Source: an optimization exercise on an open RTL-to-GDS flow (aim: small area, a short achievable clock period and few clock cycles). Production flows keep margins and buffers that such runs may drop. Where RTL was checked, it was by simulation tests only, not by an equivalence proof against the original.

==> job 5669 <==
==> flow/design.v (excerpt) <==
module CONVCOR(
    clk,
    rst_n,
    in_valid,
    in_a,
    in_b,
    in_mode,
    out_valid,
    out
);
==> flow/config.mk <==
export PLATFORM = sky130hd
export DESIGN_NAME = CONVCOR
export DESIGN_NICKNAME = CONVCOR
export VERILOG_FILES = /design/flow/design.v
export SDC_FILE = /design/flow/constraint.sdc
export NUM_CORES = 4
export LEC_CHECK = 0
export ABC_CLOCK_PERIOD_IN_PS = 3000
export CAP_MARGIN = 20
export CORE_MARGIN = 2
export CORE_UTILIZATION = 35
export PLACE_DENSITY = 0.55
export SETUP_SLACK_MARGIN = 5
export SLEW_MARGIN = 20
==> flow/constraint.sdc <==
create_clock -name core_clock -period 10.0 [get_ports {clk}]
set_input_delay 2.0000 -clock core_clock [delete_from_list [all_inputs] [get_ports {clk}]]
set_output_delay 2.0000 -clock core_clock [all_outputs]
set_load 0.01 [all_outputs]
standard.sh (not shown) runs the stock make flow with config.mk's settings and CLKGATE_MAP_FILE= SYNTH_SCRIPT=/design/flow/synth_recipe.tcl, a recipe that flattens the netlist after the stock synthesis.
==> flow/flow/run.sh <==
#!/bin/bash
set -euo pipefail
SETUP_MARGIN=${SETUP_MARGIN:-7}
sed "s/SETUP_SLACK_MARGIN=[0-9.]*/SETUP_SLACK_MARGIN=${SETUP_MARGIN}/" standard.sh > standard_margin.sh
grep -q "SETUP_SLACK_MARGIN=${SETUP_MARGIN}" standard_margin.sh
bash standard_margin.sh > standard.log 2>&1
==> job 4895: changes against job 5669 <==
--- a/flow/design.v
+++ b/flow/design.v
@@ -18,27 +18,23 @@
 output reg [35:0]  out;
 reg [15:0] ra0, ra1, ra2, rb0, rb1, rb2;
 reg [1:0]  icnt;     
 reg        mode;     
 reg        busy;     
 reg [3:0]  st;       
-wire [3:0] cs = busy ? st : 4'd0;
 wire       md = busy ? mode : in_mode;
 reg  [1:0] ia, ib;
 reg        sclr, svld, slast;
 always @(*) begin
     ia = 2'd0; ib = 2'd0; sclr = 1'b0; svld = 1'b0; slast = 1'b0;
-    if (md) begin
-        case (cs)
-            4'd0: sclr = 1'b1;
-            4'd1: ;
-            default: begin svld = 1'b1; slast = 1'b1; end
-        endcase
+    if (!busy) begin
+        sclr = 1'b1; svld = ~in_mode;
+    end else if (mode) begin
+        if (st != 4'd1) begin svld = 1'b1; slast = 1'b1; end
     end else begin
-        case (cs)
-            4'd0: begin ia = 2'd0; ib = 2'd0; sclr = 1'b1; svld = 1'b1; end   
+        case (st)
             4'd1: begin ia = 2'd3; ib = 2'd0; sclr = 1'b1; end                
             4'd2: begin ia = 2'd3; ib = 2'd2; svld = 1'b1; end                
             4'd3: begin ia = 2'd1; ib = 2'd3; sclr = 1'b1; end                
             4'd4: begin ia = 2'd1; ib = 2'd1; end                             
             4'd5: begin ia = 2'd1; ib = 2'd2; svld = 1'b1; end                
             4'd6: begin ia = 2'd2; ib = 2'd3; sclr = 1'b1; end                
@@ -62,31 +58,25 @@
         default: sb = rb2;
     endcase
 end
 wire [8:0] ebr = {sb[15:8], 1'b0};
 wire [8:0] ebi = {sb[7:0], 1'b0};
 wire [3:0] br_n_d, br_o_d, br_t_d, bi_n_d, bi_o_d, bi_t_d;
-wire [7:0] nre_d, nim_d;
 genvar gk;
 generate
     for (gk = 0; gk < 4; gk = gk + 1) begin : benc
         assign br_n_d[gk] = ebr[2*gk+2];
         assign br_o_d[gk] = ebr[2*gk+1] ^ ebr[2*gk];
         assign br_t_d[gk] = (ebr[2*gk+2] & ~ebr[2*gk+1] & ~ebr[2*gk]) | (~ebr[2*gk+2] & ebr[2*gk+1] & ebr[2*gk]);
         assign bi_n_d[gk] = ebi[2*gk+2] ^ md;
         assign bi_o_d[gk] = ebi[2*gk+1] ^ ebi[2*gk];
         assign bi_t_d[gk] = (ebi[2*gk+2] & ~ebi[2*gk+1] & ~ebi[2*gk]) | (~ebi[2*gk+2] & ebi[2*gk+1] & ebi[2*gk]);
-        assign nre_d[2*gk]   = br_n_d[gk] ^ ~bi_n_d[gk];
-        assign nre_d[2*gk+1] = br_n_d[gk] & ~bi_n_d[gk];
-        assign nim_d[2*gk]   = bi_n_d[gk] ^ br_n_d[gk];
-        assign nim_d[2*gk+1] = bi_n_d[gk] & br_n_d[gk];
     end
 endgenerate
 reg [7:0] xr, xi;
 reg [3:0] br_n, br_o, br_t, bi_n, bi_o, bi_t;
-reg [7:0] nre, nim;
 reg       clr1, vld1, clr2, vld2;
 wire step = busy | (in_valid & (icnt == 2'd0));
 always @(posedge clk) begin
     if (!rst_n) begin
         icnt <= 2'd0;
         busy <= 1'b0;
@@ -94,13 +84,13 @@
         vld2 <= 1'b0;
         out_valid <= 1'b0;
     end else begin
         if (in_valid)
             icnt <= (icnt == 2'd2) ? 2'd0 : icnt + 2'd1;
         if (step) begin
-            st <= cs + 4'd1;
+            st <= busy ? st + 4'd1 : 4'd1;
             busy <= ~slast;
         end
         vld1 <= step & svld;
         vld2 <= vld1;
         out_valid <= vld2;
     end
@@ -111,16 +101,24 @@
     ra0 <= ra1; ra1 <= ra2; ra2 <= in_valid ? in_a : ra0;
     rb0 <= rb1; rb1 <= rb2; rb2 <= in_valid ? in_b : rb0;
     xr <= sa[15:8];
     xi <= sa[7:0];
     br_n <= br_n_d; br_o <= br_o_d; br_t <= br_t_d;
     bi_n <= bi_n_d; bi_o <= bi_o_d; bi_t <= bi_t_d;
-    nre <= nre_d; nim <= nim_d;
     clr1 <= sclr;
     clr2 <= clr1;
 end
+wire [7:0] nre, nim;
+generate
+    for (gk = 0; gk < 4; gk = gk + 1) begin : nrow
+        assign nre[2*gk]   = br_n[gk] ^ ~bi_n[gk];
+        assign nre[2*gk+1] = br_n[gk] & ~bi_n[gk];
+        assign nim[2*gk]   = bi_n[gk] ^ br_n[gk];
+        assign nim[2*gk+1] = bi_n[gk] & br_n[gk];
+    end
+endgenerate
 wire [8:0] sre_xr_br_r0 = (br_o[0] ? {xr[7], xr} : br_t[0] ? {xr, 1'b0} : 9'd0) ^ {9{br_n[0]}};
 wire [8:0] sre_xr_br_r1 = (br_o[1] ? {xr[7], xr} : br_t[1] ? {xr, 1'b0} : 9'd0) ^ {9{br_n[1]}};
 wire [8:0] sre_xr_br_r2 = (br_o[2] ? {xr[7], xr} : br_t[2] ? {xr, 1'b0} : 9'd0) ^ {9{br_n[2]}};
 wire [8:0] sre_xr_br_r3 = (br_o[3] ? {xr[7], xr} : br_t[3] ? {xr, 1'b0} : 9'd0) ^ {9{br_n[3]}};
 wire [8:0] sre_xi_bi_r0 = (bi_o[0] ? {xi[7], xi} : bi_t[0] ? {xi, 1'b0} : 9'd0) ^ {9{~bi_n[0]}};
 wire [8:0] sre_xi_bi_r1 = (bi_o[1] ? {xi[7], xi} : bi_t[1] ? {xi, 1'b0} : 9'd0) ^ {9{~bi_n[1]}};
==> flow/flow/run.sh (replaced) <==
#!/bin/bash
# The standard layout (the standard.sh, with the standard synthesis
# unchanged), with two make variables changed:
#  - BUFFER_PORTS_ARGS: every input and output port still gets a buffer, but a
#    plain buffer cell instead of the delay buffer that buffer_ports picks.
# Each tool's output goes to the ORFS logs under orfs/ and to standard.log here.
set -euo pipefail
SETUP_MARGIN=${SETUP_MARGIN:-6.6}
PORT_BUF=${PORT_BUF:-sky130_fd_sc_hd__buf_2}
sed -e "s/SETUP_SLACK_MARGIN=[0-9.]*/SETUP_SLACK_MARGIN=${SETUP_MARGIN} BUFFER_PORTS_ARGS='-buffer_cell ${PORT_BUF}'/" standard.sh > standard_margin.sh
grep -q "SETUP_SLACK_MARGIN=${SETUP_MARGIN} " standard_margin.sh
bash standard_margin.sh > standard.log 2>&1
CORE_UTILIZATION = 40   (was 35)
CTS_CLUSTER_DIAMETER = 80   (was not set)
CTS_CLUSTER_SIZE = 18   (was not set)
PLACE_DENSITY = 0.62   (was 0.55)
==> job 8292: changes against job 5669 <==
--- a/flow/design.v
+++ b/flow/design.v
@@ -62,31 +62,25 @@
         default: sb = rb2;
     endcase
 end
 wire [8:0] ebr = {sb[15:8], 1'b0};
 wire [8:0] ebi = {sb[7:0], 1'b0};
 wire [3:0] br_n_d, br_o_d, br_t_d, bi_n_d, bi_o_d, bi_t_d;
-wire [7:0] nre_d, nim_d;
 genvar gk;
 generate
     for (gk = 0; gk < 4; gk = gk + 1) begin : benc
         assign br_n_d[gk] = ebr[2*gk+2];
         assign br_o_d[gk] = ebr[2*gk+1] ^ ebr[2*gk];
         assign br_t_d[gk] = (ebr[2*gk+2] & ~ebr[2*gk+1] & ~ebr[2*gk]) | (~ebr[2*gk+2] & ebr[2*gk+1] & ebr[2*gk]);
         assign bi_n_d[gk] = ebi[2*gk+2] ^ md;
         assign bi_o_d[gk] = ebi[2*gk+1] ^ ebi[2*gk];
         assign bi_t_d[gk] = (ebi[2*gk+2] & ~ebi[2*gk+1] & ~ebi[2*gk]) | (~ebi[2*gk+2] & ebi[2*gk+1] & ebi[2*gk]);
-        assign nre_d[2*gk]   = br_n_d[gk] ^ ~bi_n_d[gk];
-        assign nre_d[2*gk+1] = br_n_d[gk] & ~bi_n_d[gk];
-        assign nim_d[2*gk]   = bi_n_d[gk] ^ br_n_d[gk];
-        assign nim_d[2*gk+1] = bi_n_d[gk] & br_n_d[gk];
     end
 endgenerate
 reg [7:0] xr, xi;
 reg [3:0] br_n, br_o, br_t, bi_n, bi_o, bi_t;
-reg [7:0] nre, nim;
 reg       clr1, vld1, clr2, vld2;
 wire step = busy | (in_valid & (icnt == 2'd0));
 always @(posedge clk) begin
     if (!rst_n) begin
         icnt <= 2'd0;
         busy <= 1'b0;
@@ -111,16 +105,24 @@
     ra0 <= ra1; ra1 <= ra2; ra2 <= in_valid ? in_a : ra0;
     rb0 <= rb1; rb1 <= rb2; rb2 <= in_valid ? in_b : rb0;
     xr <= sa[15:8];
     xi <= sa[7:0];
     br_n <= br_n_d; br_o <= br_o_d; br_t <= br_t_d;
     bi_n <= bi_n_d; bi_o <= bi_o_d; bi_t <= bi_t_d;
-    nre <= nre_d; nim <= nim_d;
     clr1 <= sclr;
     clr2 <= clr1;
 end
+wire [7:0] nre, nim;
+generate
+    for (gk = 0; gk < 4; gk = gk + 1) begin : nrow
+        assign nre[2*gk]   = br_n[gk] ^ ~bi_n[gk];
+        assign nre[2*gk+1] = br_n[gk] & ~bi_n[gk];
+        assign nim[2*gk]   = bi_n[gk] ^ br_n[gk];
+        assign nim[2*gk+1] = bi_n[gk] & br_n[gk];
+    end
+endgenerate
 wire [8:0] sre_xr_br_r0 = (br_o[0] ? {xr[7], xr} : br_t[0] ? {xr, 1'b0} : 9'd0) ^ {9{br_n[0]}};
 wire [8:0] sre_xr_br_r1 = (br_o[1] ? {xr[7], xr} : br_t[1] ? {xr, 1'b0} : 9'd0) ^ {9{br_n[1]}};
 wire [8:0] sre_xr_br_r2 = (br_o[2] ? {xr[7], xr} : br_t[2] ? {xr, 1'b0} : 9'd0) ^ {9{br_n[2]}};
 wire [8:0] sre_xr_br_r3 = (br_o[3] ? {xr[7], xr} : br_t[3] ? {xr, 1'b0} : 9'd0) ^ {9{br_n[3]}};
 wire [8:0] sre_xi_bi_r0 = (bi_o[0] ? {xi[7], xi} : bi_t[0] ? {xi, 1'b0} : 9'd0) ^ {9{~bi_n[0]}};
 wire [8:0] sre_xi_bi_r1 = (bi_o[1] ? {xi[7], xi} : bi_t[1] ? {xi, 1'b0} : 9'd0) ^ {9{~bi_n[1]}};
==> flow/flow/run.sh (replaced) <==
#!/bin/bash
# The standard layout (the standard.sh, with the standard synthesis
# unchanged), with two make variables changed:
#  - BUFFER_PORTS_ARGS: every input and output port still gets a buffer, but a
#    plain buffer cell instead of the delay buffer that buffer_ports picks.
# Each tool's output goes to the ORFS logs under orfs/ and to standard.log here.
set -euo pipefail
SETUP_MARGIN=${SETUP_MARGIN:-6.6}
PORT_BUF=${PORT_BUF:-sky130_fd_sc_hd__buf_2}
sed -e "s/SETUP_SLACK_MARGIN=[0-9.]*/SETUP_SLACK_MARGIN=${SETUP_MARGIN} BUFFER_PORTS_ARGS='-buffer_cell ${PORT_BUF}'/" standard.sh > standard_margin.sh
grep -q "SETUP_SLACK_MARGIN=${SETUP_MARGIN} " standard_margin.sh
bash standard_margin.sh > standard.log 2>&1
==> results.json <==
{
  "multiInputGateArea_mm2": 0.00905,
  "via_count": 10321,
  "post-route-util": 0.450,
  "tightest_slew_ns": 0.876,
  "cts-resized-gates": 44,
  "gp_congestion": 0.909,
  "status": "no timing/DRC/antenna violations",
  "dp_cells": 1948,
  "path_depth": 9,
  "synthSimpleGateAreaFrac": 0.0937,
  "grt_max_degree": 44,
  "grt_pass1_wl_um": 56300,
  "firstDrtPassIters": 6,
  "vias_per_cell": 5.17
}
(the above is from job 4895)
==> results.json <==
{
  "status": "no timing/DRC/antenna violations",
  "multiInputGateArea_mm2": 0.00984,
  "cts-resized-gates": 362,
  "dp_cells": 2092,
  "synthSimpleGateAreaFrac": 0.0909,
  "tightest_slew_ns": 0.526,
  "path_depth": 10
}
(the above is from job 5669)
==> results.json <==
{
  "antenna_found_initial": 0,
  "vias_per_cell": 5.03,
  "post-route-util": 0.405,
  "firstDrtPassIters": 8,
  "status": "no timing/DRC/antenna violations",
  "grt_pass1_wl_um": 58500,
  "cts-resized-gates": 48,
  "grt_max_degree": 37,
  "r2r_end": "pim_c[6]",
  "dp_cells": 2030
}
(the above is from job 8292)
Testbench counts of job 5669, summed over its fixed seeds: cycles 16,262.
Testbench counts of job 4895, summed over its fixed seeds: cycles 16,262.
Only the layout flow was run in job 8292; the RTL was not checked for function there.

## static timing again, ports no longer ideal
Ports are ideal in the flow. The routed layouts listed here were re-timed in OpenROAD. Step 1: set_driving_cell puts a clkbuf_16 on clk and a buf_2 on each other input, an assumption about the parent block. Step 2 adds t to the input delays and takes it off the output delays; t is the mean of the earliest and latest rising clock arrival at the registers after step 1. Input paths then give back, and output paths get back, about the clock's delay inside the block. Three values: ideal, step 1, step 2; two values: the first two.
run	t (ns)	setup slack, ns	clock arrival spread, ns
job 5669	0.635	6.846 / 6.846 / 6.462	0.015 / 0.015
job 4895	0.566	6.641 / 6.641 / 6.222	0.018 / 0.017
job 8292	0.611	6.676 / 6.676 / 6.129	0.023 / 0.023
After both steps every run listed still meets setup and hold. For job 8292, which loses most, drivers alone change the setup slack by 0.000 ns; drivers and shift together by -0.547 ns.
